What follows belongs to an exercise in optimizing a design on an open flow for small area and a short achievable clock period; a production flow would make more cautious choices.
For this run, only the layout was checked, not whether the RTL still works.

--- design/flow/config.mk ---
export PLATFORM = sky130hd
export DESIGN_NAME = MAC
export DESIGN_NICKNAME = MAC
export VERILOG_FILES = /design/flow/design.v
export SDC_FILE = /design/flow/constraint.sdc
export NUM_CORES = 4
export LEC_CHECK = 0
export CAP_MARGIN = 20
export CORE_MARGIN = 2
export CORE_UTILIZATION = 40
export SLEW_MARGIN = 20
--- design/flow/constraint.sdc ---
create_clock -name core_clock -period 12.0 [get_ports {i_clk}]
set_input_delay 2.4000 -clock core_clock [delete_from_list [all_inputs] [get_ports {i_clk}]]
set_output_delay 2.4000 -clock core_clock [all_outputs]
set_load 0.01 [all_outputs]
--- design/flow/design.v ---
module MAC #(parameter ABIT = 16, BBIT = 16, EBIT = 8)
(
	i_clk,
	i_a, i_b, i_loadVal,
	i_load, i_add, i_useMul,
	o_result
);
	input i_clk, i_load, i_add, i_useMul;
	input signed [15:0] i_a;
	input signed [15:0] i_b;
	input signed [39:0] i_loadVal;
	output signed [39:0] o_result;
  reg [39:0] A;
  reg [31:0] PS;
  reg [28:0] PC;
  wire one1;
  wire two2;
  wire neg3;
  wire pp4;
  wire pp5;
  wire pp6;
  wire pp7;
  wire pp8;
  wire pp9;
  wire pp10;
  wire pp11;
  wire pp12;
  wire pp13;
  wire pp14;
  wire pp15;
  wire pp16;
  wire pp17;
  wire pp18;
  wire pp19;
  wire pp20;
  wire one21;
  wire two22;
  wire neg23;
  wire pp24;
  wire pp25;
  wire pp26;
  wire pp27;
  wire pp28;
  wire pp29;
  wire pp30;
  wire pp31;
  wire pp32;
  wire pp33;
  wire pp34;
  wire pp35;
  wire pp36;
  wire pp37;
  wire pp38;
  wire pp39;
  wire pp40;
  wire one41;
  wire two42;
  wire neg43;
  wire pp44;
  wire pp45;
  wire pp46;
  wire pp47;
  wire pp48;
  wire pp49;
  wire pp50;
  wire pp51;
  wire pp52;
  wire pp53;
  wire pp54;
  wire pp55;
  wire pp56;
  wire pp57;
  wire pp58;
  wire pp59;
  wire pp60;
  wire one61;
  wire two62;
  wire neg63;
  wire pp64;
  wire pp65;
  wire pp66;
  wire pp67;
  wire pp68;
  wire pp69;
  wire pp70;
  wire pp71;
  wire pp72;
  wire pp73;
  wire pp74;
  wire pp75;
  wire pp76;
  wire pp77;
  wire pp78;
  wire pp79;
  wire pp80;
  wire one81;
  wire two82;
  wire neg83;
  wire pp84;
  wire pp85;
  wire pp86;
  wire pp87;
  wire pp88;
  wire pp89;
  wire pp90;
  wire pp91;
  wire pp92;
  wire pp93;
  wire pp94;
  wire pp95;
  wire pp96;
  wire pp97;
  wire pp98;
  wire pp99;
  wire pp100;
  wire one101;
  wire two102;
  wire neg103;
  wire pp104;
  wire pp105;
  wire pp106;
  wire pp107;
  wire pp108;
  wire pp109;
  wire pp110;
  wire pp111;
  wire pp112;
  wire pp113;
  wire pp114;
  wire pp115;
  wire pp116;
  wire pp117;
  wire pp118;
  wire pp119;
  wire pp120;
  wire one121;
  wire two122;
  wire neg123;
  wire pp124;
  wire pp125;
  wire pp126;
  wire pp127;
  wire pp128;
  wire pp129;
  wire pp130;
  wire pp131;
  wire pp132;
  wire pp133;
  wire pp134;
  wire pp135;
  wire pp136;
  wire pp137;
  wire pp138;
  wire pp139;
  wire pp140;
  wire one141;
  wire two142;
  wire neg143;
  wire pp144;
  wire pp145;
  wire pp146;
  wire pp147;
  wire pp148;
  wire pp149;
  wire pp150;
  wire pp151;
  wire pp152;
  wire pp153;
  wire pp154;
  wire pp155;
  wire pp156;
  wire pp157;
  wire pp158;
  wire pp159;
  wire pp160;
  wire n161;
  wire n162;
  wire n163;
  wire n164;
  wire n165;
  wire n166;
  wire n167;
  wire n168;
  wire n169;
  wire n170;
  wire n171;
  wire n172;
  wire n173;
  wire n174;
  wire n175;
  wire n176;
  wire n177;
  wire n178;
  wire n179;
  wire n180;
  wire n181;
  wire n182;
  wire n183;
  wire n184;
  wire n185;
  wire n186;
  wire n187;
  wire n188;
  wire n189;
  wire n190;
  wire n191;
  wire n192;
  wire n193;
  wire n194;
  wire n195;
  wire n196;
  wire n197;
  wire n198;
  wire n199;
  wire n200;
  wire n201;
  wire n202;
  wire n203;
  wire n204;
  wire n205;
  wire n206;
  wire n207;
  wire n208;
  wire n209;
  wire n210;
  wire n211;
  wire n212;
  wire n213;
  wire n214;
  wire n215;
  wire n216;
  wire n217;
  wire n218;
  wire n219;
  wire n220;
  wire n221;
  wire n222;
  wire n223;
  wire n224;
  wire n225;
  wire n226;
  wire n227;
  wire n228;
  wire n229;
  wire n230;
  wire n231;
  wire n232;
  wire n233;
  wire n234;
  wire n235;
  wire n236;
  wire n237;
  wire n238;
  wire n239;
  wire n240;
  wire n241;
  wire n242;
  wire n243;
  wire n244;
  wire n245;
  wire n246;
  wire n247;
  wire n248;
  wire n249;
  wire n250;
  wire n251;
  wire n252;
  wire n253;
  wire n254;
  wire n255;
  wire n256;
  wire n257;
  wire n258;
  wire n259;
  wire n260;
  wire n261;
  wire n262;
  wire n263;
  wire n264;
  wire n265;
  wire n266;
  wire n267;
  wire n268;
  wire n269;
  wire n270;
  wire n271;
  wire n272;
  wire n273;
  wire n274;
  wire n275;
  wire n276;
  wire n277;
  wire n278;
  wire n279;
  wire n280;
  wire n281;
  wire n282;
  wire n283;
  wire n284;
  wire n285;
  wire n286;
  wire n287;
  wire n288;
  wire n289;
  wire n290;
  wire n291;
  wire n292;
  wire n293;
  wire n294;
  wire n295;
  wire n296;
  wire n297;
  wire n298;
  wire n299;
  wire n300;
  wire n301;
  wire n302;
  wire n303;
  wire n304;
  wire n305;
  wire n306;
  wire n307;
  wire n308;
  wire n309;
  wire n310;
  wire n311;
  wire n312;
  wire n313;
  wire n314;
  wire n315;
  wire n316;
  wire n317;
  wire n318;
  wire n319;
  wire n320;
  wire n321;
  wire n322;
  wire n323;
  wire n324;
  wire n325;
  wire n326;
  wire n327;
  wire n328;
  wire n329;
  wire n330;
  wire n331;
  wire n332;
  wire n333;
  wire n334;
  wire n335;
  wire n336;
  wire n337;
  wire n338;
  wire n339;
  wire n340;
  wire n341;
  wire n342;
  wire n343;
  wire n344;
  wire n345;
  wire n346;
  wire n347;
  wire n348;
  wire n349;
  wire n350;
  wire n351;
  wire n352;
  wire n353;
  wire n354;
  wire n355;
  wire n356;
  wire n357;
  wire n358;
  wire n359;
  wire n360;
  wire n361;
  wire n362;
  wire n363;
  wire n364;
  wire n365;
  wire n366;
  wire n367;
  wire n368;
  wire n369;
  wire n370;
  wire n371;
  wire n372;
  wire n373;
  wire n374;
  wire n375;
  wire n376;
  wire n377;
  wire n378;
  wire n379;
  wire n380;
  wire n381;
  wire n382;
  wire n383;
  wire n384;
  wire n385;
  wire n386;
  wire n387;
  wire n388;
  wire n389;
  wire n390;
  wire n391;
  wire n392;
  wire n393;
  wire n394;
  wire n395;
  wire n396;
  wire n397;
  wire n398;
  wire n399;
  wire n400;
  wire n401;
  wire n402;
  wire n403;
  wire n404;
  wire n405;
  wire n406;
  wire n407;
  wire n408;
  wire n409;
  wire n410;
  wire n411;
  wire n412;
  wire n413;
  wire n414;
  wire n415;
  wire n416;
  wire n417;
  wire n418;
  wire n419;
  wire n420;
  wire n421;
  wire n422;
  wire n423;
  wire n424;
  wire n425;
  wire n426;
  wire n427;
  wire n428;
  wire n429;
  wire n430;
  wire n431;
  wire n432;
  wire n433;
  wire n434;
  wire n435;
  wire n436;
  wire n437;
  wire n438;
  wire n439;
  wire n440;
  wire n441;
  wire n442;
  wire n443;
  wire n444;
  wire n445;
  wire n446;
  wire n447;
  wire n448;
  wire n449;
  wire n450;
  wire n451;
  wire n452;
  wire n453;
  wire n454;
  wire n455;
  wire n456;
  wire n457;
  wire n458;
  wire n459;
  wire n460;
  wire n461;
  wire n462;
  wire n463;
  wire n464;
  wire [39:0] X, Y;
  assign one1 = i_useMul & i_b[0];
  assign two2 = i_useMul & i_b[1] & ~i_b[0];
  assign neg3 = i_b[1] ^ ~i_add;
  assign pp4 = (one1 & i_a[0]) ^ neg3;
  assign pp5 = ((one1 & i_a[1]) | (two2 & i_a[0])) ^ neg3;
  assign pp6 = ((one1 & i_a[2]) | (two2 & i_a[1])) ^ neg3;
  assign pp7 = ((one1 & i_a[3]) | (two2 & i_a[2])) ^ neg3;
  assign pp8 = ((one1 & i_a[4]) | (two2 & i_a[3])) ^ neg3;
  assign pp9 = ((one1 & i_a[5]) | (two2 & i_a[4])) ^ neg3;
  assign pp10 = ((one1 & i_a[6]) | (two2 & i_a[5])) ^ neg3;
  assign pp11 = ((one1 & i_a[7]) | (two2 & i_a[6])) ^ neg3;
  assign pp12 = ((one1 & i_a[8]) | (two2 & i_a[7])) ^ neg3;
  assign pp13 = ((one1 & i_a[9]) | (two2 & i_a[8])) ^ neg3;
  assign pp14 = ((one1 & i_a[10]) | (two2 & i_a[9])) ^ neg3;
  assign pp15 = ((one1 & i_a[11]) | (two2 & i_a[10])) ^ neg3;
  assign pp16 = ((one1 & i_a[12]) | (two2 & i_a[11])) ^ neg3;
  assign pp17 = ((one1 & i_a[13]) | (two2 & i_a[12])) ^ neg3;
  assign pp18 = ((one1 & i_a[14]) | (two2 & i_a[13])) ^ neg3;
  assign pp19 = ((one1 & i_a[15]) | (two2 & i_a[14])) ^ neg3;
  assign pp20 = ~(((one1 & i_a[15]) | (two2 & i_a[15])) ^ neg3);
  assign one21 = i_useMul & (i_b[2] ^ i_b[1]);
  assign two22 = i_useMul & ((i_b[3] & ~i_b[2] & ~i_b[1]) | (~i_b[3] & i_b[2] & i_b[1]));
  assign neg23 = i_b[3] ^ ~i_add;
  assign pp24 = (one21 & i_a[0]) ^ neg23;
  assign pp25 = ((one21 & i_a[1]) | (two22 & i_a[0])) ^ neg23;
  assign pp26 = ((one21 & i_a[2]) | (two22 & i_a[1])) ^ neg23;
  assign pp27 = ((one21 & i_a[3]) | (two22 & i_a[2])) ^ neg23;
  assign pp28 = ((one21 & i_a[4]) | (two22 & i_a[3])) ^ neg23;
  assign pp29 = ((one21 & i_a[5]) | (two22 & i_a[4])) ^ neg23;
  assign pp30 = ((one21 & i_a[6]) | (two22 & i_a[5])) ^ neg23;
  assign pp31 = ((one21 & i_a[7]) | (two22 & i_a[6])) ^ neg23;
  assign pp32 = ((one21 & i_a[8]) | (two22 & i_a[7])) ^ neg23;
  assign pp33 = ((one21 & i_a[9]) | (two22 & i_a[8])) ^ neg23;
  assign pp34 = ((one21 & i_a[10]) | (two22 & i_a[9])) ^ neg23;
  assign pp35 = ((one21 & i_a[11]) | (two22 & i_a[10])) ^ neg23;
  assign pp36 = ((one21 & i_a[12]) | (two22 & i_a[11])) ^ neg23;
  assign pp37 = ((one21 & i_a[13]) | (two22 & i_a[12])) ^ neg23;
  assign pp38 = ((one21 & i_a[14]) | (two22 & i_a[13])) ^ neg23;
  assign pp39 = ((one21 & i_a[15]) | (two22 & i_a[14])) ^ neg23;
  assign pp40 = ~(((one21 & i_a[15]) | (two22 & i_a[15])) ^ neg23);
  assign one41 = i_useMul & (i_b[4] ^ i_b[3]);
  assign two42 = i_useMul & ((i_b[5] & ~i_b[4] & ~i_b[3]) | (~i_b[5] & i_b[4] & i_b[3]));
  assign neg43 = i_b[5] ^ ~i_add;
  assign pp44 = (one41 & i_a[0]) ^ neg43;
  assign pp45 = ((one41 & i_a[1]) | (two42 & i_a[0])) ^ neg43;
  assign pp46 = ((one41 & i_a[2]) | (two42 & i_a[1])) ^ neg43;
  assign pp47 = ((one41 & i_a[3]) | (two42 & i_a[2])) ^ neg43;
  assign pp48 = ((one41 & i_a[4]) | (two42 & i_a[3])) ^ neg43;
  assign pp49 = ((one41 & i_a[5]) | (two42 & i_a[4])) ^ neg43;
  assign pp50 = ((one41 & i_a[6]) | (two42 & i_a[5])) ^ neg43;
  assign pp51 = ((one41 & i_a[7]) | (two42 & i_a[6])) ^ neg43;
  assign pp52 = ((one41 & i_a[8]) | (two42 & i_a[7])) ^ neg43;
  assign pp53 = ((one41 & i_a[9]) | (two42 & i_a[8])) ^ neg43;
  assign pp54 = ((one41 & i_a[10]) | (two42 & i_a[9])) ^ neg43;
  assign pp55 = ((one41 & i_a[11]) | (two42 & i_a[10])) ^ neg43;
  assign pp56 = ((one41 & i_a[12]) | (two42 & i_a[11])) ^ neg43;
  assign pp57 = ((one41 & i_a[13]) | (two42 & i_a[12])) ^ neg43;
  assign pp58 = ((one41 & i_a[14]) | (two42 & i_a[13])) ^ neg43;
  assign pp59 = ((one41 & i_a[15]) | (two42 & i_a[14])) ^ neg43;
  assign pp60 = ~(((one41 & i_a[15]) | (two42 & i_a[15])) ^ neg43);
  assign one61 = i_useMul & (i_b[6] ^ i_b[5]);
  assign two62 = i_useMul & ((i_b[7] & ~i_b[6] & ~i_b[5]) | (~i_b[7] & i_b[6] & i_b[5]));
  assign neg63 = i_b[7] ^ ~i_add;
  assign pp64 = (one61 & i_a[0]) ^ neg63;
  assign pp65 = ((one61 & i_a[1]) | (two62 & i_a[0])) ^ neg63;
  assign pp66 = ((one61 & i_a[2]) | (two62 & i_a[1])) ^ neg63;
  assign pp67 = ((one61 & i_a[3]) | (two62 & i_a[2])) ^ neg63;
  assign pp68 = ((one61 & i_a[4]) | (two62 & i_a[3])) ^ neg63;
  assign pp69 = ((one61 & i_a[5]) | (two62 & i_a[4])) ^ neg63;
  assign pp70 = ((one61 & i_a[6]) | (two62 & i_a[5])) ^ neg63;
  assign pp71 = ((one61 & i_a[7]) | (two62 & i_a[6])) ^ neg63;
  assign pp72 = ((one61 & i_a[8]) | (two62 & i_a[7])) ^ neg63;
  assign pp73 = ((one61 & i_a[9]) | (two62 & i_a[8])) ^ neg63;
  assign pp74 = ((one61 & i_a[10]) | (two62 & i_a[9])) ^ neg63;
  assign pp75 = ((one61 & i_a[11]) | (two62 & i_a[10])) ^ neg63;
  assign pp76 = ((one61 & i_a[12]) | (two62 & i_a[11])) ^ neg63;
  assign pp77 = ((one61 & i_a[13]) | (two62 & i_a[12])) ^ neg63;
  assign pp78 = ((one61 & i_a[14]) | (two62 & i_a[13])) ^ neg63;
  assign pp79 = ((one61 & i_a[15]) | (two62 & i_a[14])) ^ neg63;
  assign pp80 = ~(((one61 & i_a[15]) | (two62 & i_a[15])) ^ neg63);
  assign one81 = i_useMul & (i_b[8] ^ i_b[7]);
  assign two82 = i_useMul & ((i_b[9] & ~i_b[8] & ~i_b[7]) | (~i_b[9] & i_b[8] & i_b[7]));
  assign neg83 = i_b[9] ^ ~i_add;
  assign pp84 = (one81 & i_a[0]) ^ neg83;
  assign pp85 = ((one81 & i_a[1]) | (two82 & i_a[0])) ^ neg83;
  assign pp86 = ((one81 & i_a[2]) | (two82 & i_a[1])) ^ neg83;
  assign pp87 = ((one81 & i_a[3]) | (two82 & i_a[2])) ^ neg83;
  assign pp88 = ((one81 & i_a[4]) | (two82 & i_a[3])) ^ neg83;
  assign pp89 = ((one81 & i_a[5]) | (two82 & i_a[4])) ^ neg83;
  assign pp90 = ((one81 & i_a[6]) | (two82 & i_a[5])) ^ neg83;
  assign pp91 = ((one81 & i_a[7]) | (two82 & i_a[6])) ^ neg83;
  assign pp92 = ((one81 & i_a[8]) | (two82 & i_a[7])) ^ neg83;
  assign pp93 = ((one81 & i_a[9]) | (two82 & i_a[8])) ^ neg83;
  assign pp94 = ((one81 & i_a[10]) | (two82 & i_a[9])) ^ neg83;
  assign pp95 = ((one81 & i_a[11]) | (two82 & i_a[10])) ^ neg83;
  assign pp96 = ((one81 & i_a[12]) | (two82 & i_a[11])) ^ neg83;
  assign pp97 = ((one81 & i_a[13]) | (two82 & i_a[12])) ^ neg83;
  assign pp98 = ((one81 & i_a[14]) | (two82 & i_a[13])) ^ neg83;
  assign pp99 = ((one81 & i_a[15]) | (two82 & i_a[14])) ^ neg83;
  assign pp100 = ~(((one81 & i_a[15]) | (two82 & i_a[15])) ^ neg83);
  assign one101 = i_useMul & (i_b[10] ^ i_b[9]);
  assign two102 = i_useMul & ((i_b[11] & ~i_b[10] & ~i_b[9]) | (~i_b[11] & i_b[10] & i_b[9]));
  assign neg103 = i_b[11] ^ ~i_add;
  assign pp104 = (one101 & i_a[0]) ^ neg103;
  assign pp105 = ((one101 & i_a[1]) | (two102 & i_a[0])) ^ neg103;
  assign pp106 = ((one101 & i_a[2]) | (two102 & i_a[1])) ^ neg103;
  assign pp107 = ((one101 & i_a[3]) | (two102 & i_a[2])) ^ neg103;
  assign pp108 = ((one101 & i_a[4]) | (two102 & i_a[3])) ^ neg103;
  assign pp109 = ((one101 & i_a[5]) | (two102 & i_a[4])) ^ neg103;
  assign pp110 = ((one101 & i_a[6]) | (two102 & i_a[5])) ^ neg103;
  assign pp111 = ((one101 & i_a[7]) | (two102 & i_a[6])) ^ neg103;
  assign pp112 = ((one101 & i_a[8]) | (two102 & i_a[7])) ^ neg103;
  assign pp113 = ((one101 & i_a[9]) | (two102 & i_a[8])) ^ neg103;
  assign pp114 = ((one101 & i_a[10]) | (two102 & i_a[9])) ^ neg103;
  assign pp115 = ((one101 & i_a[11]) | (two102 & i_a[10])) ^ neg103;
  assign pp116 = ((one101 & i_a[12]) | (two102 & i_a[11])) ^ neg103;
  assign pp117 = ((one101 & i_a[13]) | (two102 & i_a[12])) ^ neg103;
  assign pp118 = ((one101 & i_a[14]) | (two102 & i_a[13])) ^ neg103;
  assign pp119 = ((one101 & i_a[15]) | (two102 & i_a[14])) ^ neg103;
  assign pp120 = ~(((one101 & i_a[15]) | (two102 & i_a[15])) ^ neg103);
  assign one121 = i_useMul & (i_b[12] ^ i_b[11]);
  assign two122 = i_useMul & ((i_b[13] & ~i_b[12] & ~i_b[11]) | (~i_b[13] & i_b[12] & i_b[11]));
  assign neg123 = i_b[13] ^ ~i_add;
  assign pp124 = (one121 & i_a[0]) ^ neg123;
  assign pp125 = ((one121 & i_a[1]) | (two122 & i_a[0])) ^ neg123;
  assign pp126 = ((one121 & i_a[2]) | (two122 & i_a[1])) ^ neg123;
  assign pp127 = ((one121 & i_a[3]) | (two122 & i_a[2])) ^ neg123;
  assign pp128 = ((one121 & i_a[4]) | (two122 & i_a[3])) ^ neg123;
  assign pp129 = ((one121 & i_a[5]) | (two122 & i_a[4])) ^ neg123;
  assign pp130 = ((one121 & i_a[6]) | (two122 & i_a[5])) ^ neg123;
  assign pp131 = ((one121 & i_a[7]) | (two122 & i_a[6])) ^ neg123;
  assign pp132 = ((one121 & i_a[8]) | (two122 & i_a[7])) ^ neg123;
  assign pp133 = ((one121 & i_a[9]) | (two122 & i_a[8])) ^ neg123;
  assign pp134 = ((one121 & i_a[10]) | (two122 & i_a[9])) ^ neg123;
  assign pp135 = ((one121 & i_a[11]) | (two122 & i_a[10])) ^ neg123;
  assign pp136 = ((one121 & i_a[12]) | (two122 & i_a[11])) ^ neg123;
  assign pp137 = ((one121 & i_a[13]) | (two122 & i_a[12])) ^ neg123;
  assign pp138 = ((one121 & i_a[14]) | (two122 & i_a[13])) ^ neg123;
  assign pp139 = ((one121 & i_a[15]) | (two122 & i_a[14])) ^ neg123;
  assign pp140 = ~(((one121 & i_a[15]) | (two122 & i_a[15])) ^ neg123);
  assign one141 = i_useMul & (i_b[14] ^ i_b[13]);
  assign two142 = i_useMul & ((i_b[15] & ~i_b[14] & ~i_b[13]) | (~i_b[15] & i_b[14] & i_b[13]));
  assign neg143 = i_b[15] ^ ~i_add;
  assign pp144 = (one141 & i_a[0]) ^ neg143;
  assign pp145 = ((one141 & i_a[1]) | (two142 & i_a[0])) ^ neg143;
  assign pp146 = ((one141 & i_a[2]) | (two142 & i_a[1])) ^ neg143;
  assign pp147 = ((one141 & i_a[3]) | (two142 & i_a[2])) ^ neg143;
  assign pp148 = ((one141 & i_a[4]) | (two142 & i_a[3])) ^ neg143;
  assign pp149 = ((one141 & i_a[5]) | (two142 & i_a[4])) ^ neg143;
  assign pp150 = ((one141 & i_a[6]) | (two142 & i_a[5])) ^ neg143;
  assign pp151 = ((one141 & i_a[7]) | (two142 & i_a[6])) ^ neg143;
  assign pp152 = ((one141 & i_a[8]) | (two142 & i_a[7])) ^ neg143;
  assign pp153 = ((one141 & i_a[9]) | (two142 & i_a[8])) ^ neg143;
  assign pp154 = ((one141 & i_a[10]) | (two142 & i_a[9])) ^ neg143;
  assign pp155 = ((one141 & i_a[11]) | (two142 & i_a[10])) ^ neg143;
  assign pp156 = ((one141 & i_a[12]) | (two142 & i_a[11])) ^ neg143;
  assign pp157 = ((one141 & i_a[13]) | (two142 & i_a[12])) ^ neg143;
  assign pp158 = ((one141 & i_a[14]) | (two142 & i_a[13])) ^ neg143;
  assign pp159 = ((one141 & i_a[15]) | (two142 & i_a[14])) ^ neg143;
  assign pp160 = ~(((one141 & i_a[15]) | (two142 & i_a[15])) ^ neg143);
  assign n161 = neg23 ^ pp6;
  assign n162 = neg23 & pp6;
  assign n163 = pp7 ^ pp25;
  assign n164 = pp7 & pp25;
  assign n165 = neg43 ^ pp8 ^ pp26;
  assign n166 = (neg43 & pp8) | (neg43 & pp26) | (pp8 & pp26);
  assign n167 = pp44 ^ n164;
  assign n168 = pp44 & n164;
  assign n169 = pp9 ^ pp27 ^ pp45;
  assign n170 = (pp9 & pp27) | (pp9 & pp45) | (pp27 & pp45);
  assign n171 = n166 ^ n168;
  assign n172 = n166 & n168;
  assign n173 = neg63 ^ pp10 ^ pp28;
  assign n174 = (neg63 & pp10) | (neg63 & pp28) | (pp10 & pp28);
  assign n175 = pp46 ^ pp64 ^ n170;
  assign n176 = (pp46 & pp64) | (pp46 & n170) | (pp64 & n170);
  assign n177 = n173 ^ n172;
  assign n178 = n173 & n172;
  assign n179 = pp11 ^ pp29 ^ pp47;
  assign n180 = (pp11 & pp29) | (pp11 & pp47) | (pp29 & pp47);
  assign n181 = pp65 ^ n174 ^ n179;
  assign n182 = (pp65 & n174) | (pp65 & n179) | (n174 & n179);
  assign n183 = n176 ^ n178;
  assign n184 = n176 & n178;
  assign n185 = neg83 ^ pp12 ^ pp30;
  assign n186 = (neg83 & pp12) | (neg83 & pp30) | (pp12 & pp30);
  assign n187 = pp48 ^ pp66 ^ pp84;
  assign n188 = (pp48 & pp66) | (pp48 & pp84) | (pp66 & pp84);
  assign n189 = n180 ^ n185 ^ n187;
  assign n190 = (n180 & n185) | (n180 & n187) | (n185 & n187);
  assign n191 = n182 ^ n189;
  assign n192 = n182 & n189;
  assign n193 = pp13 ^ pp31 ^ pp49;
  assign n194 = (pp13 & pp31) | (pp13 & pp49) | (pp31 & pp49);
  assign n195 = pp67 ^ pp85 ^ n186;
  assign n196 = (pp67 & pp85) | (pp67 & n186) | (pp85 & n186);
  assign n197 = n188 ^ n193 ^ n195;
  assign n198 = (n188 & n193) | (n188 & n195) | (n193 & n195);
  assign n199 = n190 ^ n192;
  assign n200 = n190 & n192;
  assign n201 = neg103 ^ pp14 ^ pp32;
  assign n202 = (neg103 & pp14) | (neg103 & pp32) | (pp14 & pp32);
  assign n203 = pp50 ^ pp68 ^ pp86;
  assign n204 = (pp50 & pp68) | (pp50 & pp86) | (pp68 & pp86);
  assign n205 = pp104 ^ n194 ^ n201;
  assign n206 = (pp104 & n194) | (pp104 & n201) | (n194 & n201);
  assign n207 = n203 ^ n196 ^ n205;
  assign n208 = (n203 & n196) | (n203 & n205) | (n196 & n205);
  assign n209 = n198 ^ n200;
  assign n210 = n198 & n200;
  assign n211 = pp15 ^ pp33 ^ pp51;
  assign n212 = (pp15 & pp33) | (pp15 & pp51) | (pp33 & pp51);
  assign n213 = pp69 ^ pp87 ^ pp105;
  assign n214 = (pp69 & pp87) | (pp69 & pp105) | (pp87 & pp105);
  assign n215 = n202 ^ n204 ^ n211;
  assign n216 = (n202 & n204) | (n202 & n211) | (n204 & n211);
  assign n217 = n213 ^ n206 ^ n215;
  assign n218 = (n213 & n206) | (n213 & n215) | (n206 & n215);
  assign n219 = n208 ^ n217;
  assign n220 = n208 & n217;
  assign n221 = neg123 ^ pp16 ^ pp34;
  assign n222 = (neg123 & pp16) | (neg123 & pp34) | (pp16 & pp34);
  assign n223 = pp52 ^ pp70 ^ pp88;
  assign n224 = (pp52 & pp70) | (pp52 & pp88) | (pp70 & pp88);
  assign n225 = pp106 ^ pp124 ^ n212;
  assign n226 = (pp106 & pp124) | (pp106 & n212) | (pp124 & n212);
  assign n227 = n214 ^ n221 ^ n223;
  assign n228 = (n214 & n221) | (n214 & n223) | (n221 & n223);
  assign n229 = n225 ^ n216 ^ n227;
  assign n230 = (n225 & n216) | (n225 & n227) | (n216 & n227);
  assign n231 = n218 ^ n229;
  assign n232 = n218 & n229;
  assign n233 = pp17 ^ pp35 ^ pp53;
  assign n234 = (pp17 & pp35) | (pp17 & pp53) | (pp35 & pp53);
  assign n235 = pp71 ^ pp89 ^ pp107;
  assign n236 = (pp71 & pp89) | (pp71 & pp107) | (pp89 & pp107);
  assign n237 = pp125 ^ n222 ^ n224;
  assign n238 = (pp125 & n222) | (pp125 & n224) | (n222 & n224);
  assign n239 = n233 ^ n235 ^ n226;
  assign n240 = (n233 & n235) | (n233 & n226) | (n235 & n226);
  assign n241 = n237 ^ n228 ^ n239;
  assign n242 = (n237 & n228) | (n237 & n239) | (n228 & n239);
  assign n243 = n230 ^ n232;
  assign n244 = n230 & n232;
  assign n245 = neg143 ^ pp18 ^ pp36;
  assign n246 = (neg143 & pp18) | (neg143 & pp36) | (pp18 & pp36);
  assign n247 = pp54 ^ pp72 ^ pp90;
  assign n248 = (pp54 & pp72) | (pp54 & pp90) | (pp72 & pp90);
  assign n249 = pp108 ^ pp126 ^ pp144;
  assign n250 = (pp108 & pp126) | (pp108 & pp144) | (pp126 & pp144);
  assign n251 = n234 ^ n236 ^ n245;
  assign n252 = (n234 & n236) | (n234 & n245) | (n236 & n245);
  assign n253 = n247 ^ n249 ^ n238;
  assign n254 = (n247 & n249) | (n247 & n238) | (n249 & n238);
  assign n255 = n251 ^ n240 ^ n253;
  assign n256 = (n251 & n240) | (n251 & n253) | (n240 & n253);
  assign n257 = n242 ^ n255;
  assign n258 = n242 & n255;
  assign n259 = pp19 ^ pp37 ^ pp55;
  assign n260 = (pp19 & pp37) | (pp19 & pp55) | (pp37 & pp55);
  assign n261 = pp73 ^ pp91 ^ pp109;
  assign n262 = (pp73 & pp91) | (pp73 & pp109) | (pp91 & pp109);
  assign n263 = pp127 ^ pp145 ^ n246;
  assign n264 = (pp127 & pp145) | (pp127 & n246) | (pp145 & n246);
  assign n265 = n248 ^ n250 ^ n259;
  assign n266 = (n248 & n250) | (n248 & n259) | (n250 & n259);
  assign n267 = n261 ^ n263 ^ n252;
  assign n268 = (n261 & n263) | (n261 & n252) | (n263 & n252);
  assign n269 = n265 ^ n254 ^ n267;
  assign n270 = (n265 & n254) | (n265 & n267) | (n254 & n267);
  assign n271 = n256 ^ n269;
  assign n272 = n256 & n269;
  assign n273 = ~(pp20 ^ pp38);
  assign n274 = pp20 | pp38;
  assign n275 = pp56 ^ pp74 ^ pp92;
  assign n276 = (pp56 & pp74) | (pp56 & pp92) | (pp74 & pp92);
  assign n277 = pp110 ^ pp128 ^ pp146;
  assign n278 = (pp110 & pp128) | (pp110 & pp146) | (pp128 & pp146);
  assign n279 = n273 ^ n260 ^ n262;
  assign n280 = (n273 & n260) | (n273 & n262) | (n260 & n262);
  assign n281 = n275 ^ n277 ^ n264;
  assign n282 = (n275 & n277) | (n275 & n264) | (n277 & n264);
  assign n283 = n279 ^ n266 ^ n281;
  assign n284 = (n279 & n266) | (n279 & n281) | (n266 & n281);
  assign n285 = n268 ^ n283 ^ n270;
  assign n286 = (n268 & n283) | (n268 & n270) | (n283 & n270);
  assign n287 = ~(pp39 ^ pp57);
  assign n288 = pp39 | pp57;
  assign n289 = pp75 ^ pp93 ^ pp111;
  assign n290 = (pp75 & pp93) | (pp75 & pp111) | (pp93 & pp111);
  assign n291 = pp129 ^ pp147 ^ n274;
  assign n292 = (pp129 & pp147) | (pp129 & n274) | (pp147 & n274);
  assign n293 = n287 ^ n276 ^ n278;
  assign n294 = (n287 & n276) | (n287 & n278) | (n276 & n278);
  assign n295 = n289 ^ n291 ^ n280;
  assign n296 = (n289 & n291) | (n289 & n280) | (n291 & n280);
  assign n297 = n293 ^ n282 ^ n295;
  assign n298 = (n293 & n282) | (n293 & n295) | (n282 & n295);
  assign n299 = n284 ^ n297;
  assign n300 = n284 & n297;
  assign n301 = pp40 ^ pp58 ^ pp76;
  assign n302 = (pp40 & pp58) | (pp40 & pp76) | (pp58 & pp76);
  assign n303 = pp94 ^ pp112 ^ pp130;
  assign n304 = (pp94 & pp112) | (pp94 & pp130) | (pp112 & pp130);
  assign n305 = pp148 ^ n288 ^ n290;
  assign n306 = (pp148 & n288) | (pp148 & n290) | (n288 & n290);
  assign n307 = n301 ^ n303 ^ n292;
  assign n308 = (n301 & n303) | (n301 & n292) | (n303 & n292);
  assign n309 = n294 ^ n305 ^ n307;
  assign n310 = (n294 & n305) | (n294 & n307) | (n305 & n307);
  assign n311 = n296 ^ n309 ^ n298;
  assign n312 = (n296 & n309) | (n296 & n298) | (n309 & n298);
  assign n313 = ~(pp59 ^ pp77);
  assign n314 = pp59 | pp77;
  assign n315 = pp95 ^ pp113 ^ pp131;
  assign n316 = (pp95 & pp113) | (pp95 & pp131) | (pp113 & pp131);
  assign n317 = pp149 ^ n313 ^ n302;
  assign n318 = (pp149 & n313) | (pp149 & n302) | (n313 & n302);
  assign n319 = n304 ^ n315 ^ n306;
  assign n320 = (n304 & n315) | (n304 & n306) | (n315 & n306);
  assign n321 = n317 ^ n308 ^ n319;
  assign n322 = (n317 & n308) | (n317 & n319) | (n308 & n319);
  assign n323 = n310 ^ n321;
  assign n324 = n310 & n321;
  assign n325 = pp60 ^ pp78 ^ pp96;
  assign n326 = (pp60 & pp78) | (pp60 & pp96) | (pp78 & pp96);
  assign n327 = pp114 ^ pp132 ^ pp150;
  assign n328 = (pp114 & pp132) | (pp114 & pp150) | (pp132 & pp150);
  assign n329 = n314 ^ n316 ^ n325;
  assign n330 = (n314 & n316) | (n314 & n325) | (n316 & n325);
  assign n331 = n327 ^ n318 ^ n329;
  assign n332 = (n327 & n318) | (n327 & n329) | (n318 & n329);
  assign n333 = n320 ^ n331 ^ n322;
  assign n334 = (n320 & n331) | (n320 & n322) | (n331 & n322);
  assign n335 = ~(pp79 ^ pp97);
  assign n336 = pp79 | pp97;
  assign n337 = pp115 ^ pp133 ^ pp151;
  assign n338 = (pp115 & pp133) | (pp115 & pp151) | (pp133 & pp151);
  assign n339 = n335 ^ n326 ^ n328;
  assign n340 = (n335 & n326) | (n335 & n328) | (n326 & n328);
  assign n341 = n337 ^ n339 ^ n330;
  assign n342 = (n337 & n339) | (n337 & n330) | (n339 & n330);
  assign n343 = n332 ^ n341;
  assign n344 = n332 & n341;
  assign n345 = pp80 ^ pp98 ^ pp116;
  assign n346 = (pp80 & pp98) | (pp80 & pp116) | (pp98 & pp116);
  assign n347 = pp134 ^ pp152 ^ n336;
  assign n348 = (pp134 & pp152) | (pp134 & n336) | (pp152 & n336);
  assign n349 = n338 ^ n345 ^ n347;
  assign n350 = (n338 & n345) | (n338 & n347) | (n345 & n347);
  assign n351 = n340 ^ n349 ^ n342;
  assign n352 = (n340 & n349) | (n340 & n342) | (n349 & n342);
  assign n353 = ~(pp99 ^ pp117);
  assign n354 = pp99 | pp117;
  assign n355 = pp135 ^ pp153 ^ n353;
  assign n356 = (pp135 & pp153) | (pp135 & n353) | (pp153 & n353);
  assign n357 = n346 ^ n348 ^ n355;
  assign n358 = (n346 & n348) | (n346 & n355) | (n348 & n355);
  assign n359 = n350 ^ n357;
  assign n360 = n350 & n357;
  assign n361 = pp100 ^ pp118 ^ pp136;
  assign n362 = (pp100 & pp118) | (pp100 & pp136) | (pp118 & pp136);
  assign n363 = pp154 ^ n354 ^ n361;
  assign n364 = (pp154 & n354) | (pp154 & n361) | (n354 & n361);
  assign n365 = n356 ^ n363 ^ n358;
  assign n366 = (n356 & n363) | (n356 & n358) | (n363 & n358);
  assign n367 = ~(pp119 ^ pp137);
  assign n368 = pp119 | pp137;
  assign n369 = pp155 ^ n367 ^ n362;
  assign n370 = (pp155 & n367) | (pp155 & n362) | (n367 & n362);
  assign n371 = n369 ^ n364;
  assign n372 = n369 & n364;
  assign n373 = pp120 ^ pp138 ^ pp156;
  assign n374 = (pp120 & pp138) | (pp120 & pp156) | (pp138 & pp156);
  assign n375 = n368 ^ n373 ^ n370;
  assign n376 = (n368 & n373) | (n368 & n370) | (n373 & n370);
  assign n377 = ~(pp139 ^ pp157);
  assign n378 = pp139 | pp157;
  assign n379 = n377 ^ n374;
  assign n380 = n377 & n374;
  assign n381 = pp140 ^ pp158 ^ n378;
  assign n382 = (pp140 & pp158) | (pp140 & n378) | (pp158 & n378);
  assign n383 = ~(pp159 ^ n382);
  assign n384 = pp159 | n382;
  assign n385 = A[0] ^ PS[0];
  assign n386 = A[0] & PS[0];
  assign n387 = A[1] ^ PS[1];
  assign n388 = A[1] & PS[1];
  assign n389 = A[2] ^ PS[2] ^ PC[1];
  assign n390 = (A[2] & PS[2]) | (A[2] & PC[1]) | (PS[2] & PC[1]);
  assign n391 = A[3] ^ PS[3] ^ PC[2];
  assign n392 = (A[3] & PS[3]) | (A[3] & PC[2]) | (PS[3] & PC[2]);
  assign n393 = A[4] ^ PS[4] ^ PC[3];
  assign n394 = (A[4] & PS[4]) | (A[4] & PC[3]) | (PS[4] & PC[3]);
  assign n395 = A[5] ^ PS[5] ^ PC[4];
  assign n396 = (A[5] & PS[5]) | (A[5] & PC[4]) | (PS[5] & PC[4]);
  assign n397 = A[6] ^ PS[6] ^ PC[5];
  assign n398 = (A[6] & PS[6]) | (A[6] & PC[5]) | (PS[6] & PC[5]);
  assign n399 = A[7] ^ PS[7] ^ PC[6];
  assign n400 = (A[7] & PS[7]) | (A[7] & PC[6]) | (PS[7] & PC[6]);
  assign n401 = A[8] ^ PS[8] ^ PC[7];
  assign n402 = (A[8] & PS[8]) | (A[8] & PC[7]) | (PS[8] & PC[7]);
  assign n403 = A[9] ^ PS[9] ^ PC[8];
  assign n404 = (A[9] & PS[9]) | (A[9] & PC[8]) | (PS[9] & PC[8]);
  assign n405 = A[10] ^ PS[10] ^ PC[9];
  assign n406 = (A[10] & PS[10]) | (A[10] & PC[9]) | (PS[10] & PC[9]);
  assign n407 = A[11] ^ PS[11] ^ PC[10];
  assign n408 = (A[11] & PS[11]) | (A[11] & PC[10]) | (PS[11] & PC[10]);
  assign n409 = A[12] ^ PS[12] ^ PC[11];
  assign n410 = (A[12] & PS[12]) | (A[12] & PC[11]) | (PS[12] & PC[11]);
  assign n411 = A[13] ^ PS[13] ^ PC[12];
  assign n412 = (A[13] & PS[13]) | (A[13] & PC[12]) | (PS[13] & PC[12]);
  assign n413 = A[14] ^ PS[14] ^ PC[13];
  assign n414 = (A[14] & PS[14]) | (A[14] & PC[13]) | (PS[14] & PC[13]);
  assign n415 = A[15] ^ PS[15] ^ PC[14];
  assign n416 = (A[15] & PS[15]) | (A[15] & PC[14]) | (PS[15] & PC[14]);
  assign n417 = A[16] ^ PS[16] ^ PC[15];
  assign n418 = (A[16] & PS[16]) | (A[16] & PC[15]) | (PS[16] & PC[15]);
  assign n419 = A[17] ^ PS[17] ^ PC[16];
  assign n420 = (A[17] & PS[17]) | (A[17] & PC[16]) | (PS[17] & PC[16]);
  assign n421 = A[18] ^ PS[18] ^ PC[17];
  assign n422 = (A[18] & PS[18]) | (A[18] & PC[17]) | (PS[18] & PC[17]);
  assign n423 = A[19] ^ PS[19] ^ PC[18];
  assign n424 = (A[19] & PS[19]) | (A[19] & PC[18]) | (PS[19] & PC[18]);
  assign n425 = A[20] ^ PS[20] ^ PC[19];
  assign n426 = (A[20] & PS[20]) | (A[20] & PC[19]) | (PS[20] & PC[19]);
  assign n427 = A[21] ^ PS[21] ^ PC[20];
  assign n428 = (A[21] & PS[21]) | (A[21] & PC[20]) | (PS[21] & PC[20]);
  assign n429 = A[22] ^ PS[22] ^ PC[21];
  assign n430 = (A[22] & PS[22]) | (A[22] & PC[21]) | (PS[22] & PC[21]);
  assign n431 = A[23] ^ PS[23] ^ PC[22];
  assign n432 = (A[23] & PS[23]) | (A[23] & PC[22]) | (PS[23] & PC[22]);
  assign n433 = A[24] ^ PS[24] ^ PC[23];
  assign n434 = (A[24] & PS[24]) | (A[24] & PC[23]) | (PS[24] & PC[23]);
  assign n435 = A[25] ^ PS[25] ^ PC[24];
  assign n436 = (A[25] & PS[25]) | (A[25] & PC[24]) | (PS[25] & PC[24]);
  assign n437 = A[26] ^ PS[26] ^ PC[25];
  assign n438 = (A[26] & PS[26]) | (A[26] & PC[25]) | (PS[26] & PC[25]);
  assign n439 = A[27] ^ PS[27] ^ PC[26];
  assign n440 = (A[27] & PS[27]) | (A[27] & PC[26]) | (PS[27] & PC[26]);
  assign n441 = A[28] ^ PS[28] ^ PC[27];
  assign n442 = (A[28] & PS[28]) | (A[28] & PC[27]) | (PS[28] & PC[27]);
  assign n443 = A[29] ^ PS[29];
  assign n444 = A[29] & PS[29];
  assign n445 = A[30] ^ PS[30] ^ PC[28];
  assign n446 = (A[30] & PS[30]) | (A[30] & PC[28]) | (PS[30] & PC[28]);
  assign n447 = A[31] ^ PS[31];
  assign n448 = A[31] & PS[31];
  assign n449 = ~(A[32] ^ n448);
  assign n450 = A[32] | n448;
  assign n451 = ~(A[33] ^ n450);
  assign n452 = A[33] | n450;
  assign n453 = ~(A[34] ^ n452);
  assign n454 = A[34] | n452;
  assign n455 = ~(A[35] ^ n454);
  assign n456 = A[35] | n454;
  assign n457 = ~(A[36] ^ n456);
  assign n458 = A[36] | n456;
  assign n459 = ~(A[37] ^ n458);
  assign n460 = A[37] | n458;
  assign n461 = ~(A[38] ^ n460);
  assign n462 = A[38] | n460;
  assign n463 = ~(A[39] ^ n462);
  assign n464 = A[39] | n462;
  assign X = {n463, n461, n459, n457, n455, n453, n451, n449, n447, n444, n443, n440, n438, n436, n434, n432, n430, n428, n426, n424, n422, n420, n418, n416, n414, n412, n410, n408, n406, n404, n402, n400, n398, n396, n394, n392, n390, n388, n386, PC[0]};
  assign Y = {1'b0, 1'b0, 1'b0, 1'b0, 1'b0, 1'b0, 1'b0, 1'b0, n446, n445, n442, n441, n439, n437, n435, n433, n431, n429, n427, n425, n423, n421, n419, n417, n415, n413, n411, n409, n407, n405, n403, n401, n399, n397, n395, n393, n391, n389, n387, n385};
  assign o_result = X + Y;
  always @(posedge i_clk) begin
    A <= i_load ? i_loadVal : o_result;
    PS <= {1'b1, pp160, n383, n380, n379, n372, n371, n360, n359, n344, n343, n324, n312, n300, n299, n272, n258, n244, n241, n220, n210, n207, n197, n184, n181, n175, n169, n165, n162, pp24, pp5, neg3};
    PC <= {n384, n381, n376, n375, n366, n365, n352, n351, n334, n333, n323, n311, n286, n285, n271, n257, n243, n231, n219, n209, n199, n191, n183, n177, n171, n167, n163, n161, pp4};
  end
endmodule
--- design/flow/run.sh ---
#!/bin/bash
# synth_recipe.tcl (not shown) runs the flow's synth.tcl, then flattens the netlist and writes it again
# the make line also repeats each setting of config.mk as NAME=value (left out here)
make -C /OpenROAD-flow-scripts/flow DESIGN_CONFIG=/design/flow/config.mk WORK_HOME=/design/flow/orfs CLKGATE_MAP_FILE= SYNTH_SCRIPT=/design/flow/synth_recipe.tcl finish
==> flow_metrics.tcl <==
set metrics [dict create \
    start_kind "primary input" \
    syn_area_sq_mm 0.0106 \
    core_sq_mm 0.0261 \
    insertion_delay_ps 360 \
    synth-xor-area-share_pct 15.4 \
    hold_class "flop to flop" \
    fin_worst_skew_ps 9.73 \
    antenna_found_initial 0 \
    post_drt_wl_per_cell_um 18.6 \
    end_kind "flop" \
    synth.avg_cell_area_sq_um 9.28 \
    synth-adder-area-share_pct 29.6 \
    async_reset_ff_share_pct 0 \
    start_util_pct 40.7 \
    fillers 2504 \
    track_usage_pct 20.5 \
    cp_slowest_cell "clkdlybuf4s50_1" \
    seq_area_frac_synth_pct 18.9 \
    cts_root_buffer "clkbuf_16" \
    grt_first_pass_wirelength_um 45300 \
    drive_above_1_share_pct 7.43 \
    cts.hold.buffers_added 0 \
    seqCellArea_sq_mm 0.00200 \
    finalCriticalPeriod_ps 6840 \
    cts_tree "yes" \
    die_area_sq_mm 0.0278 \
    holdWs_ps 655 \
    synth_largest_area_cell "fa_1" \
    critPathKind "primary input to flop" \
    synth-seq-cells 100 \
    multi_input_area_sq_mm 0.00783 \
    crit_top_cell "fa_1" \
    yosysWarnings 1 \
    row_count 59 \
    cts_setup_buffers 0 \
    slew_viol_final 0 \
    maxCapViolCount 0 \
    grt_pass1_vias 8160 \
    status "complete, no violations" \
    yosys-top-cells-area "fa_1, dfxtp_1, xnor2_1" \
    dr.pass1.iters 5 \
    cp_max_fo 32 \
    numCtsBuffers 9 \
    report.final.hold_viol_count 0 \
    numPortBuffers 115 \
    synth_edf_count 0 \
    totalWireLength_um 28200 \
    fin_tns_setup_ps 0 \
    synthFlopType "dfxtp_1" \
    synth-compound-area-share_pct 17.1 \
    numClockSinks 100 \
    setup_viol 0 \
    cpPeakStageDelay_ps 1030 \
    crit_path_cell_trace "clkdlybuf4s50_1, nor2b_1, mux2_2, a22oi_1, xnor2_1, fa_1, inv_1, fa_1, fa_1, inv_1, fa_1, inv_1, ha_1" \
    ctsResizeCount 0 \
    fp.dieW_um 167 \
    yosys.area_share.simple_pct 7.33 \
    antennaDiodeCount 0 \
    vias 8130 \
    synth.top_cell.area_share_pct 21.3 \
    grt_max_degree 38 \
    htree_levels 3 \
    crit_required_ps 12250 \
    clk_pin_slew_ps 70 \
    drc 0 \
    dp_hpwl_um 21000 \
    layout.nets 1438 \
    cts_buffer_depth 2 \
    rsz0062_at_grt "no" \
    synthToLayoutAreaGrowth_pct 14.9 \
    synth_nets 1401 \
    fmax_mhz 146 \
    grt.overflow.total 0 \
    crit_arrival_ps 7090 \
    drtAntennaViolNets 0 \
    num_io_pins 116 \
    gp_congestion 0.872 \
    die_h_um 167 \
    via_per_inst 5.35 \
    post_synth_mux_area_share_pct 3.93 \
    drtIter0Drc 607 \
    slew_headroom_pct 35.0 \
    syn_inst 1142 \
    worstMarginPinSlew_ps 971 \
    synth_top_family_by_area "adder cells" \
    synth.distinct_cells 59 \
    fin_crit_sh_pct 57.0 \
]
## critical path, delay by kind of cell
kind / cells / cell delay (ps)
and+or+nand+nor: 1 / 750
muxes: 1 / 290
adders and majority gates: 5 / 2200
AOI/OAI and AO/OA: 1 / 70
buffers and inverters: 4 / 1180
xor gates and xnor gates: 1 / 190
## per-stage QoR
step           setup slack [ps]  instances  area [sq um]  utilization (%)
4_1_cts                    5050       1519         12200             46.8
6_report                   5160       1519         12200             46.7
5_1_grt                    4920       1519         12200             46.7
3_3_place_gp               4780       1503         11900             45.6
2_1_floorplan              5900       1142         10600                -
3_5_place_dp               4670       1503         11900             45.6
## routing by layer
layer	vias to the layer above	routed length (um)	track usage [%]
met4	0	503	5.25
li1	3895	-	-
met1	3897	13500	30.3
met2	304	12300	31.0
met5	-	0	0
met3	34	1930	3.52
## cell usage after synthesis, types with 2 or more instances
library cell  instances
a21o_1                9
inv_2                 3
o21ai_2               2
o211ai_1              3
buf_1                 5
a21o_2                3
xnor2_1             105
buf_2                 9
nand4_1              11
mux2_2               37
and3_1                3
clkbuf_1             81
o21ai_0              43
and2_1               16
ha_1                 70
o21bai_1              7
a211oi_1              2
nor2_1               19
buf_4                 2
dfxtp_1             100
inv_1               103
a22oi_1             121
o21a_1                6
xor2_1               80
o31ai_1               4
or3_1                 4
nor2b_1               3
a31oi_1               3
fa_1                113
nand3_1               4
a21oi_1              41
nor3_1                7
nand2_1              92
clkbuf_8              2
and4_1                2
a21boi_0              4
## state kept, by name (all words and copies together) (netlist names)
| register | cells |
|---|---|
| A | 40 |
| PS | 31 |
| PC | 29 |
## cell type report
cell class	instances	area share (%)
Timing Repair Buffer	126	10.1
Inverter	106	3.27
Multi-Input combinational cell	836	64.3
Clock inverter	6	0.596
Tap cell	335	3.44
Sequential cell	100	16.4
Clock buffer	10	1.88
## cell families after synthesis
logic type               after synthesis
flip-flops                           100
multiplexers                          37
buffers and inverters                206
AND/OR/NAND/NOR                      168
AO/OA/AOI/OAI                        262
adder cells (fa/ha/maj)              183
XOR/XNOR                             186
## path summary, 6_finish.rpt
check / end / from / depth (start not counted) / slack [ps]
hold / removal: A[0]$_DFF_P_ / PC[0]$_DFF_P_ / 2 / 660
setup reg to reg: A[37]$_DFF_P_ / A[3]$_DFF_P_ / 10 / 8490
hold reg to reg: A[0]$_DFF_P_ / PC[0]$_DFF_P_ / 2 / 660
setup / recovery: PC[14]$_DFF_P_ / i_useMul / 13 / 5160
## placed cells by master, fill, tap and decap left out, types with 6 or more instances in the layout
cell             instances
nand2_1                 92
inv_1                  103
dfxtp_1                100
a21o_1                   9
mux2_2                  37
nand4_1                 11
fa_1                   113
buf_4                   11
clkbuf_16                9
a22oi_1                121
xnor2_1                102
clkdlybuf4s50_1        114
o21a_1                   6
nor2_1                  19
a21oi_1                 41
nor3_1                   7
xor2_1                  78
o21ai_0                 43
o21bai_1                 7
ha_1                    70
and2_1                  16

port drivers added, routing unchanged:
Ports are ideal in the flow. The routed layout listed here was re-timed in OpenROAD.
Step 1 assumes that a clkbuf_16 drives the clock port and a buf_2 every other input.
Step 2 moves the port delays by t, midway between the first and last clock arrival at a register: inputs arrive t later, outputs are due t later. That takes back most of the time a late clock gives input paths.
Slacks: ideal / step 1 / step 2; pairs: ideal / step 1.
t (ns): 0.394
setup slack, ns: 5.156 / 5.175 / 4.781
worst register clock-pin slew, ns: 0.07 / 0.07
pins driven straight from the clock port: 1
After both steps this run still meets setup and hold. The setup slack of this run moves by +0.019 ns with the drivers and by -0.375 ns with both steps.
